What follows belongs to an exercise in optimizing a design on an open flow for small area, a short achievable clock period and few clock cycles; a production flow would make more cautious choices. Where RTL was checked, it was by simulation tests only, not by an equivalence proof against the original. No driver is modelled on the clock port, so clock power and skew are understated where the tree is cut down; a real chip needs a root buffer or a tree. No activity file was given, so power comes from the tool's default toggle rates.

Design huffman, start of the top module:
module huffman(clk,
               reset,
               gray_valid,
               gray_data,
               CNT_valid,
               CNT1,
               CNT2,
               CNT3,
               CNT4,
               CNT5,
               CNT6,
               code_valid,
               HC1,
               HC2,
               HC3,
               HC4,
               HC5,
               HC6,
               M1,
               M2,
               M3,
               M4,
               M5,
               M6);
Size in the first run: roughly 130 flip-flops, roughly 160 I/O pins, ~8000 um2 of cells after synthesis.
Settings: LEC_CHECK=0, ABC_CLOCK_PERIOD_IN_PS=2500, CAP_MARGIN=20, CORE_MARGIN=2, CORE_UTILIZATION=70, SETUP_SLACK_MARGIN=3.5, SLEW_MARGIN=20; clock period 6.0 ns.
standard.sh (not shown) runs the stock make flow with config.mk's settings and CLKGATE_MAP_FILE= SYNTH_SCRIPT=/design/flow/synth_recipe.tcl, a recipe that flattens the netlist after the stock synthesis.
==> flow/flow/run.sh <==
#!/bin/bash
# The standard layout (standard.sh) with three changes:
#  - ports are buffered with a small plain buffer instead of a delay buffer;
#  - the clock tree is one level of buffers made by flow/clock_tree.tcl,
#    which replaces clock_tree_synthesis in the CTS step;
#  - everything else is ORFS as standard.sh runs it.
# Each tool's full output stays in orfs/logs; this script's own output goes
# to standard.log.
set -o pipefail
export BUFFER_PORTS_ARGS="-buffer_cell ${PORT_BUF:-sky130_fd_sc_hd__buf_1}"
export PRE_CTS_TCL="$PWD/flow/clock_tree.tcl"
export CLK_GROUPS=${CLK_GROUPS:-4}
export CLK_BUF=${CLK_BUF:-sky130_fd_sc_hd__buf_16}
bash standard.sh > standard.log 2>&1
==> flow/flow/clock_tree.tcl <==
# Clock tree made here instead of by clock_tree_synthesis: the flip-flops
# are split into CLK_GROUPS groups by position (k-means), and each group is
# clocked by one CLK_BUF buffer placed at the group's centre and driven by
# the clock port.  All flip-flops see one buffer between the port and their
# clock pin.
proc my_clock_tree { args } {
  set k $::env(CLK_GROUPS)
  set db [ord::get_db]
  set block [ord::get_db_block]
  set master [$db findMaster $::env(CLK_BUF)]
  set clk_net [$block findNet clk]
  set sinks {}
  foreach it [$clk_net getITerms] {
    if { [$it isInputSignal] } { lappend sinks $it }
  }
  set pts {}
  foreach it $sinks {
    set box [[$it getInst] getBBox]
    lappend pts [list [expr { ([$box xMin] + [$box xMax]) / 2 }] [expr { ([$box yMin] + [$box yMax]) / 2 }]]
  }
  set n [llength $sinks]
  # initial centres: a grid over the flip-flops' bounding box
  set xs [lmap p $pts { lindex $p 0 }]
  set ys [lmap p $pts { lindex $p 1 }]
  set x0 [tcl::mathfunc::min {*}$xs]; set x1 [tcl::mathfunc::max {*}$xs]
  set y0 [tcl::mathfunc::min {*}$ys]; set y1 [tcl::mathfunc::max {*}$ys]
  set gx [expr { int(ceil(sqrt($k))) }]
  set gy [expr { int(ceil(1.0 * $k / $gx)) }]
  set cent {}
  for { set c 0 } { $c < $k } { incr c } {
    set ix [expr { $c % $gx }]
    set iy [expr { $c / $gx }]
    lappend cent [list [expr { int($x0 + ($ix + 0.5) * ($x1 - $x0) / $gx) }] [expr { int($y0 + ($iy + 0.5) * ($y1 - $y0) / $gy) }]]
  }
  set asg [lrepeat $n 0]
  for { set iter 0 } { $iter < 30 } { incr iter } {
    # assign, with a cap on group size to keep the loads even
    set cap [expr { int(ceil(1.0 * $n / $k)) + 1 }]
    set cnt [lrepeat $k 0]
    set pairs {}
    for { set i 0 } { $i < $n } { incr i } {
      lassign [lindex $pts $i] x y
      for { set c 0 } { $c < $k } { incr c } {
        lassign [lindex $cent $c] cx cy
        lappend pairs [list [expr { abs($x - $cx) + abs($y - $cy) }] $i $c]
      }
    }
    set done [lrepeat $n 0]
    foreach pr [lsort -integer -index 0 $pairs] {
      lassign $pr d i c
      if { [lindex $done $i] || [lindex $cnt $c] >= $cap } { continue }
      lset done $i 1
      lset asg $i $c
      lset cnt $c [expr { [lindex $cnt $c] + 1 }]
    }
    set new {}
    for { set c 0 } { $c < $k } { incr c } {
      set sx 0; set sy 0; set m 0
      for { set i 0 } { $i < $n } { incr i } {
        if { [lindex $asg $i] == $c } {
          lassign [lindex $pts $i] x y
          incr sx $x; incr sy $y; incr m
        }
      }
      if { $m > 0 } { lappend new [list [expr { $sx / $m }] [expr { $sy / $m }]] } else { lappend new [lindex $cent $c] }
    }
    set cent $new
  }
  for { set c 0 } { $c < $k } { incr c } {
    set inst [odb::dbInst_create $block $master "clkbuf_bench_$c"]
    set net [odb::dbNet_create $block "clknet_bench_$c"]
    $net setSigType CLOCK
    lassign [lindex $cent $c] cx cy
    $inst setLocation [expr { $cx - [$master getWidth] / 2 }] $cy
    $inst setPlacementStatus PLACED
    [$inst findITerm A] connect $clk_net
    [$inst findITerm X] connect $net
    for { set i 0 } { $i < $n } { incr i } {
      if { [lindex $asg $i] == $c } {
        set it [lindex $sinks $i]
        $it disconnect
        $it connect $net
      }
    }
    puts "clock group $c: [lindex $cnt $c] flip-flops"
  }
  set_propagated_clock [all_clocks]
}
rename clock_tree_synthesis orfs_clock_tree_synthesis
proc clock_tree_synthesis { args } { my_clock_tree }
Testbench counts at the start, summed over its fixed seeds: cycles 24,880.
Change:
--- a/flow/flow/run.sh
+++ b/flow/flow/run.sh
@@ -13 +13,2 @@
-export CLK_BUF=${CLK_BUF:-sky130_fd_sc_hd__buf_16}
+export CLK_BUF=${CLK_BUF:-sky130_fd_sc_hd__clkbuf_16}
+export SKIP_REPAIR_TIE_FANOUT=1
--- a/flow/config.mk
+++ b/flow/config.mk
@@ -8 +8 @@
-export ABC_CLOCK_PERIOD_IN_PS = 2500
+export ABC_CLOCK_PERIOD_IN_PS = 2200
@@ -12 +12 @@
-export SETUP_SLACK_MARGIN = 3.5
+export SETUP_SLACK_MARGIN = 3.8
Result: Routed wire length goes up by 0.99%. Worst setup slack improves by 0.14 ns. Synthesized cell count is unchanged. Core utilization goes down by 0.97 points.
In every run of this note, the design's own scripts or RTL, not TritonCTS, make the clock network.

The RTL this note starts from:
==> flow/design.v <==
`timescale 1ns/10ps
module huffman(clk,
               reset,
               gray_valid,
               gray_data,
               CNT_valid,
               CNT1,
               CNT2,
               CNT3,
               CNT4,
               CNT5,
               CNT6,
               code_valid,
               HC1,
               HC2,
               HC3,
               HC4,
               HC5,
               HC6,
               M1,
               M2,
               M3,
               M4,
               M5,
               M6);
    input clk;
    input reset;
    input gray_valid;
    input [7:0] gray_data;
    output reg CNT_valid;
    output [7:0] CNT1, CNT2, CNT3, CNT4, CNT5, CNT6;
    output reg code_valid;
    output [7:0] HC1, HC2, HC3, HC4, HC5, HC6;
    output [7:0] M1, M2, M3, M4, M5, M6;
    reg gv_d;
    reg run;                 
    reg ph;                  
    reg [4:0] swr;           
    reg mg;                  
    reg lst;                 
    reg [6:0] cnt [0:5];
    reg [2:0] pos [0:5];
    reg [4:0] hc  [0:5];
    reg [4:0] mk  [0:5];
    wire [4:0] gt;
    wire [4:0] sw;
    genvar g;
    generate
        for (g = 0; g < 5; g = g + 1) begin : cmp
            assign gt[g] = cnt[g] > cnt[g+1];
            if (g == 0) begin : f
                assign sw[g] = gt[g];
            end else begin : n
                assign sw[g] = gt[g] & ~gt[g-1];
            end
        end
    endgenerate
    wire decide = CNT_valid | (run & ~ph);
    wire two_left = ~|{pos[0][2:1], pos[1][2:1], pos[2][2:1],
                       pos[3][2:1], pos[4][2:1], pos[5][2:1]};
    wire [6:0] sum = cnt[0] + cnt[1];
    always @(posedge clk) begin
        if (reset) begin
            gv_d       <= 1'b0;
            CNT_valid  <= 1'b0;
            run        <= 1'b0;
            ph         <= 1'b0;
            swr        <= 5'd0;
            mg         <= 1'b0;
            lst        <= 1'b0;
            code_valid <= 1'b0;
        end else begin
            gv_d       <= gray_valid;
            CNT_valid  <= gv_d & ~gray_valid;
            run        <= (CNT_valid | run) & ~lst;
            ph         <= decide;
            swr        <= decide ? sw : 5'd0;
            mg         <= decide & ~|gt;
            lst        <= decide & ~|gt & two_left;
            code_valid <= lst;
        end
    end
    integer i;
    always @(posedge clk) begin
        for (i = 0; i < 6; i = i + 1) begin
            if (reset || lst)
                cnt[i] <= 7'd0;
            else if (mg) begin
                if (i == 0)
                    cnt[i] <= sum;
                else if (i == 5)
                    cnt[i] <= 7'h7f;
                else
                    cnt[i] <= cnt[(i+1)%6];
            end else if (i < 5 && swr[i%5])
                cnt[i] <= cnt[(i+1)%6];
            else if (i > 0 && swr[(i+4)%5])
                cnt[i] <= cnt[(i+5)%6];
            else if (gray_valid && gray_data == 6 - i)
                cnt[i] <= cnt[i] + 7'd1;
        end
    end
    function [5:0] jdec(input [2:0] p);
        jdec = {p[2] & ~p[1], p[1] & ~p[0], p[2] & p[0],
                ~p[2] & p[1], ~p[1] & p[0], ~p[2] & ~p[0]};
    endfunction
    always @(posedge clk) begin
        for (i = 0; i < 6; i = i + 1) begin
            if (gray_valid) begin
                pos[i] <= (i == 0) ? 3'b100 : (i == 1) ? 3'b110 :
                          (i == 2) ? 3'b111 : (i == 3) ? 3'b011 :
                          (i == 4) ? 3'b001 : 3'b000;
                hc[i]  <= 5'd0;
                mk[i]  <= 5'd0;
            end else if (mg) begin
                if (~pos[i][2] & ~pos[i][1]) begin
                    pos[i] <= 3'b000;
                    mk[i] <= {mk[i][3:0], 1'b1};
                    if (~pos[i][0])
                        hc[i] <= hc[i] | (~mk[i] & {mk[i][3:0], 1'b1});
                end else
                    pos[i] <= {~pos[i][0], pos[i][2], pos[i][1]};
            end else if (|(jdec(pos[i]) & {1'b0, swr}))
                pos[i] <= {pos[i][1], pos[i][0], ~pos[i][2]};
            else if (|(jdec(pos[i]) & {swr, 1'b0}))
                pos[i] <= {~pos[i][0], pos[i][2], pos[i][1]};
        end
    end
    assign CNT1 = {1'b0, cnt[5]};
    assign CNT2 = {1'b0, cnt[4]};
    assign CNT3 = {1'b0, cnt[3]};
    assign CNT4 = {1'b0, cnt[2]};
    assign CNT5 = {1'b0, cnt[1]};
    assign CNT6 = {1'b0, cnt[0]};
    assign HC1 = {3'b0, hc[0]};
    assign HC2 = {3'b0, hc[1]};
    assign HC3 = {3'b0, hc[2]};
    assign HC4 = {3'b0, hc[3]};
    assign HC5 = {3'b0, hc[4]};
    assign HC6 = {3'b0, hc[5]};
    assign M1 = {3'b0, mk[0]};
    assign M2 = {3'b0, mk[1]};
    assign M3 = {3'b0, mk[2]};
    assign M4 = {3'b0, mk[3]};
    assign M5 = {3'b0, mk[4]};
    assign M6 = {3'b0, mk[5]};
endmodule
Settings: LEC_CHECK=0, ABC_CLOCK_PERIOD_IN_PS=2000, CAP_MARGIN=20, CORE_MARGIN=2, CORE_UTILIZATION=50, SETUP_SLACK_MARGIN=4.0, SLEW_MARGIN=20; clock period 6.0 ns.
run.sh (not shown) runs the stock make flow with config.mk's settings and CLKGATE_MAP_FILE= SYNTH_SCRIPT=/design/flow/synth_recipe.tcl, a recipe that flattens the netlist after the stock synthesis.
Stock flow here: none of the scripts above is used.
The baseline produced a clean layout.
==> next run, changes <==
Settings changed: ABC_CLOCK_PERIOD_IN_PS 2000 to 2500, SETUP_SLACK_MARGIN 4.0 to 3.5.
The new run completed with no timing, DRC or antenna violations.
Maximum frequency goes down by 9.9%.
Non-clock buffer count goes down by 97.
Critical path depth goes down by 9.
No functional check of the RTL was part of any run of this note.

## the previous run
huffman, a different RTL version from the one above (not shown whole).
Size: roughly 1100 cells after synthesis, roughly 120 flip-flops.
Settings: LEC_CHECK=0, ABC_CLOCK_PERIOD_IN_PS=3500, CAP_MARGIN=20, CORE_MARGIN=2, CORE_UTILIZATION=50, SETUP_SLACK_MARGIN=2.5, SLEW_MARGIN=20; clock period 6.0 ns.
The inputs of the current run differ from those of the previous run as listed below.
==> flow/config.mk <==
export PLATFORM = sky130hd
export DESIGN_NAME = huffman
export DESIGN_NICKNAME = huffman
export VERILOG_FILES = /design/flow/design.v
export SDC_FILE = /design/flow/constraint.sdc
export NUM_CORES = 4
export LEC_CHECK = 0
export ABC_CLOCK_PERIOD_IN_PS = 2500
export CAP_MARGIN = 20
export CORE_MARGIN = 2
export CORE_UTILIZATION = 50
export SETUP_SLACK_MARGIN = 3.5
export SLEW_MARGIN = 20
Results
Summary of the comparison: portion of the clock cycle consumed by the worst path in the final layout is lower in the current run, relative to the previous run.
The previous run → the current run: via count of the first global-routing pass picked up an extra about 22%; CTS clock-pin slew for the worst setup and hold paths neither gained nor lost much.
Power per cell area shrinks by more than 10% when moving from the previous run to the current run.
Function was not checked in any run of this note: the RTL went through the layout flow alone.

huffman with an RTL version that a note above also has.
Size: roughly 160 I/O pins, roughly 8000 µm² of cells after synthesis.
Settings: LEC_CHECK=0, ABC_CLOCK_PERIOD_IN_PS=2500, CAP_MARGIN=20, CORE_MARGIN=2, CORE_UTILIZATION=60, SETUP_SLACK_MARGIN=3.5, SLEW_MARGIN=20; clock period 6.0 ns.
standard.sh (not shown) runs the stock make flow with config.mk's settings and CLKGATE_MAP_FILE= SYNTH_SCRIPT=/design/flow/synth_recipe.tcl, a recipe that flattens the netlist after the stock synthesis.
==> flow/flow/run.sh <==
#!/bin/bash
# The standard layout (standard.sh) with three changes:
#  - ports are buffered with a small plain buffer instead of a delay buffer;
#  - the clock tree is one level of buffers made by flow/clock_tree.tcl,
#    which replaces clock_tree_synthesis in the CTS step;
#  - everything else is ORFS as standard.sh runs it.
# Each tool's full output stays in orfs/logs; this script's own output goes
# to standard.log.
set -o pipefail
export BUFFER_PORTS_ARGS="-buffer_cell ${PORT_BUF:-sky130_fd_sc_hd__buf_1}"
export PRE_CTS_TCL="$PWD/flow/clock_tree.tcl"
export CLK_GROUPS=${CLK_GROUPS:-4}
export CLK_BUF=${CLK_BUF:-sky130_fd_sc_hd__clkbuf_16}
bash standard.sh > standard.log 2>&1
==> flow/flow/clock_tree.tcl <==
# Clock tree made here instead of by clock_tree_synthesis: the flip-flops
# are split into CLK_GROUPS groups by position (k-means), and each group is
# clocked by one CLK_BUF buffer placed at the group's centre and driven by
# the clock port.  All flip-flops see one buffer between the port and their
# clock pin.
proc my_clock_tree { args } {
  set k $::env(CLK_GROUPS)
  set db [ord::get_db]
  set block [ord::get_db_block]
  set master [$db findMaster $::env(CLK_BUF)]
  set clk_net [$block findNet clk]
  set sinks {}
  foreach it [$clk_net getITerms] {
    if { [$it isInputSignal] } { lappend sinks $it }
  }
  set pts {}
  foreach it $sinks {
    set box [[$it getInst] getBBox]
    lappend pts [list [expr { ([$box xMin] + [$box xMax]) / 2 }] [expr { ([$box yMin] + [$box yMax]) / 2 }]]
  }
  set n [llength $sinks]
  # initial centres: a grid over the flip-flops' bounding box
  set xs [lmap p $pts { lindex $p 0 }]
  set ys [lmap p $pts { lindex $p 1 }]
  set x0 [tcl::mathfunc::min {*}$xs]; set x1 [tcl::mathfunc::max {*}$xs]
  set y0 [tcl::mathfunc::min {*}$ys]; set y1 [tcl::mathfunc::max {*}$ys]
  set gx [expr { int(ceil(sqrt($k))) }]
  set gy [expr { int(ceil(1.0 * $k / $gx)) }]
  set cent {}
  for { set c 0 } { $c < $k } { incr c } {
    set ix [expr { $c % $gx }]
    set iy [expr { $c / $gx }]
    lappend cent [list [expr { int($x0 + ($ix + 0.5) * ($x1 - $x0) / $gx) }] [expr { int($y0 + ($iy + 0.5) * ($y1 - $y0) / $gy) }]]
  }
  set asg [lrepeat $n 0]
  for { set iter 0 } { $iter < 30 } { incr iter } {
    # assign, with a cap on group size to keep the loads even
    set cap [expr { int(ceil(1.0 * $n / $k)) + 4 }]
    set cnt [lrepeat $k 0]
    set pairs {}
    for { set i 0 } { $i < $n } { incr i } {
      lassign [lindex $pts $i] x y
      for { set c 0 } { $c < $k } { incr c } {
        lassign [lindex $cent $c] cx cy
        lappend pairs [list [expr { abs($x - $cx) + abs($y - $cy) }] $i $c]
      }
    }
    set done [lrepeat $n 0]
    foreach pr [lsort -integer -index 0 $pairs] {
      lassign $pr d i c
      if { [lindex $done $i] || [lindex $cnt $c] >= $cap } { continue }
      lset done $i 1
      lset asg $i $c
      lset cnt $c [expr { [lindex $cnt $c] + 1 }]
    }
    set new {}
    for { set c 0 } { $c < $k } { incr c } {
      set sx 0; set sy 0; set m 0
      for { set i 0 } { $i < $n } { incr i } {
        if { [lindex $asg $i] == $c } {
          lassign [lindex $pts $i] x y
          incr sx $x; incr sy $y; incr m
        }
      }
      if { $m > 0 } { lappend new [list [expr { $sx / $m }] [expr { $sy / $m }]] } else { lappend new [lindex $cent $c] }
    }
    set cent $new
  }
  for { set c 0 } { $c < $k } { incr c } {
    set inst [odb::dbInst_create $block $master "clkbuf_bench_$c"]
    set net [odb::dbNet_create $block "clknet_bench_$c"]
    $net setSigType CLOCK
    lassign [lindex $cent $c] cx cy
    $inst setLocation [expr { $cx - [$master getWidth] / 2 }] $cy
    $inst setPlacementStatus PLACED
    [$inst findITerm A] connect $clk_net
    [$inst findITerm X] connect $net
    for { set i 0 } { $i < $n } { incr i } {
      if { [lindex $asg $i] == $c } {
        set it [lindex $sinks $i]
        $it disconnect
        $it connect $net
      }
    }
    puts "clock group $c: [lindex $cnt $c] flip-flops"
  }
  set_propagated_clock [all_clocks]
}
rename clock_tree_synthesis orfs_clock_tree_synthesis
proc clock_tree_synthesis { args } { my_clock_tree }
The first run completed without violations.
Testbench counts at the start, summed over its fixed seeds: cycles 24,880.
Edit:
--- a/flow/flow/clock_tree.tcl
+++ b/flow/flow/clock_tree.tcl
@@ -36,5 +36,5 @@
   for { set iter 0 } { $iter < 30 } { incr iter } {
     # assign, with a cap on group size to keep the loads even
-    set cap [expr { int(ceil(1.0 * $n / $k)) + 4 }]
+    set cap [expr { int(ceil(1.0 * $n / $k)) + 1 }]
     set cnt [lrepeat $k 0]
     set pairs {}
CORE_UTILIZATION = 70   (was 60)
What happened: Flip-flop and latch count stays the same; cell count fell by 2.5%; routed wire length fell by 2.0%; die area fell by 14%; maximum frequency rose by 1.6%.
In every run of this note, the design's own scripts or RTL, not TritonCTS, make the clock network.

## what the ideal ports hide
In the flow no input, the clock included, has a driving cell. The finished layouts below were timed again as built, in two steps.
Step 1 sets driving cells, clkbuf_16 on the clock port and buf_2 on the other inputs (assumed; they add their load-dependent delay and slew).
Step 2 also shifts input and output timing later by t, the mid clock arrival at the registers, as if the neighbouring blocks saw the same clock.
Three values: no drivers, after step 1, after step 2; two values: the first two.
| run | t (ns) | setup WS [ns] | clock arrival spread, ns |
|---|---|---|---|
| the first run of note 1 | 0.258 | 3.693 / 3.693 / 3.586 | 0.010 / 0.010 |
| the second run of note 1 | 0.257 | 3.831 / 3.758 / 3.634 | 0.014 / 0.014 |
| the first run of note 2 | 0.460 | 3.695 / 3.693 / 3.233 | 0.010 / 0.010 |
| the second run of note 2 | 0.461 | 3.443 / 3.401 / 3.049 | 0.013 / 0.013 |
| the previous run | 0.471 | 2.611 / 2.611 / 2.202 | 0.015 / 0.014 |
| the current run | 0.484 | 3.015 / 3.015 / 2.739 | 0.016 / 0.016 |
| the first run of note 4 | 0.260 | 3.667 / 3.694 / 3.469 | 0.024 / 0.024 |
| the second run of note 4 | 0.264 | 3.703 / 3.703 / 3.592 | 0.012 / 0.013 |
After both steps every run listed still meets setup and hold. The setup slack of the first run of note 2, which loses most, moves by -0.002 ns with the drivers and by -0.462 ns with both steps.
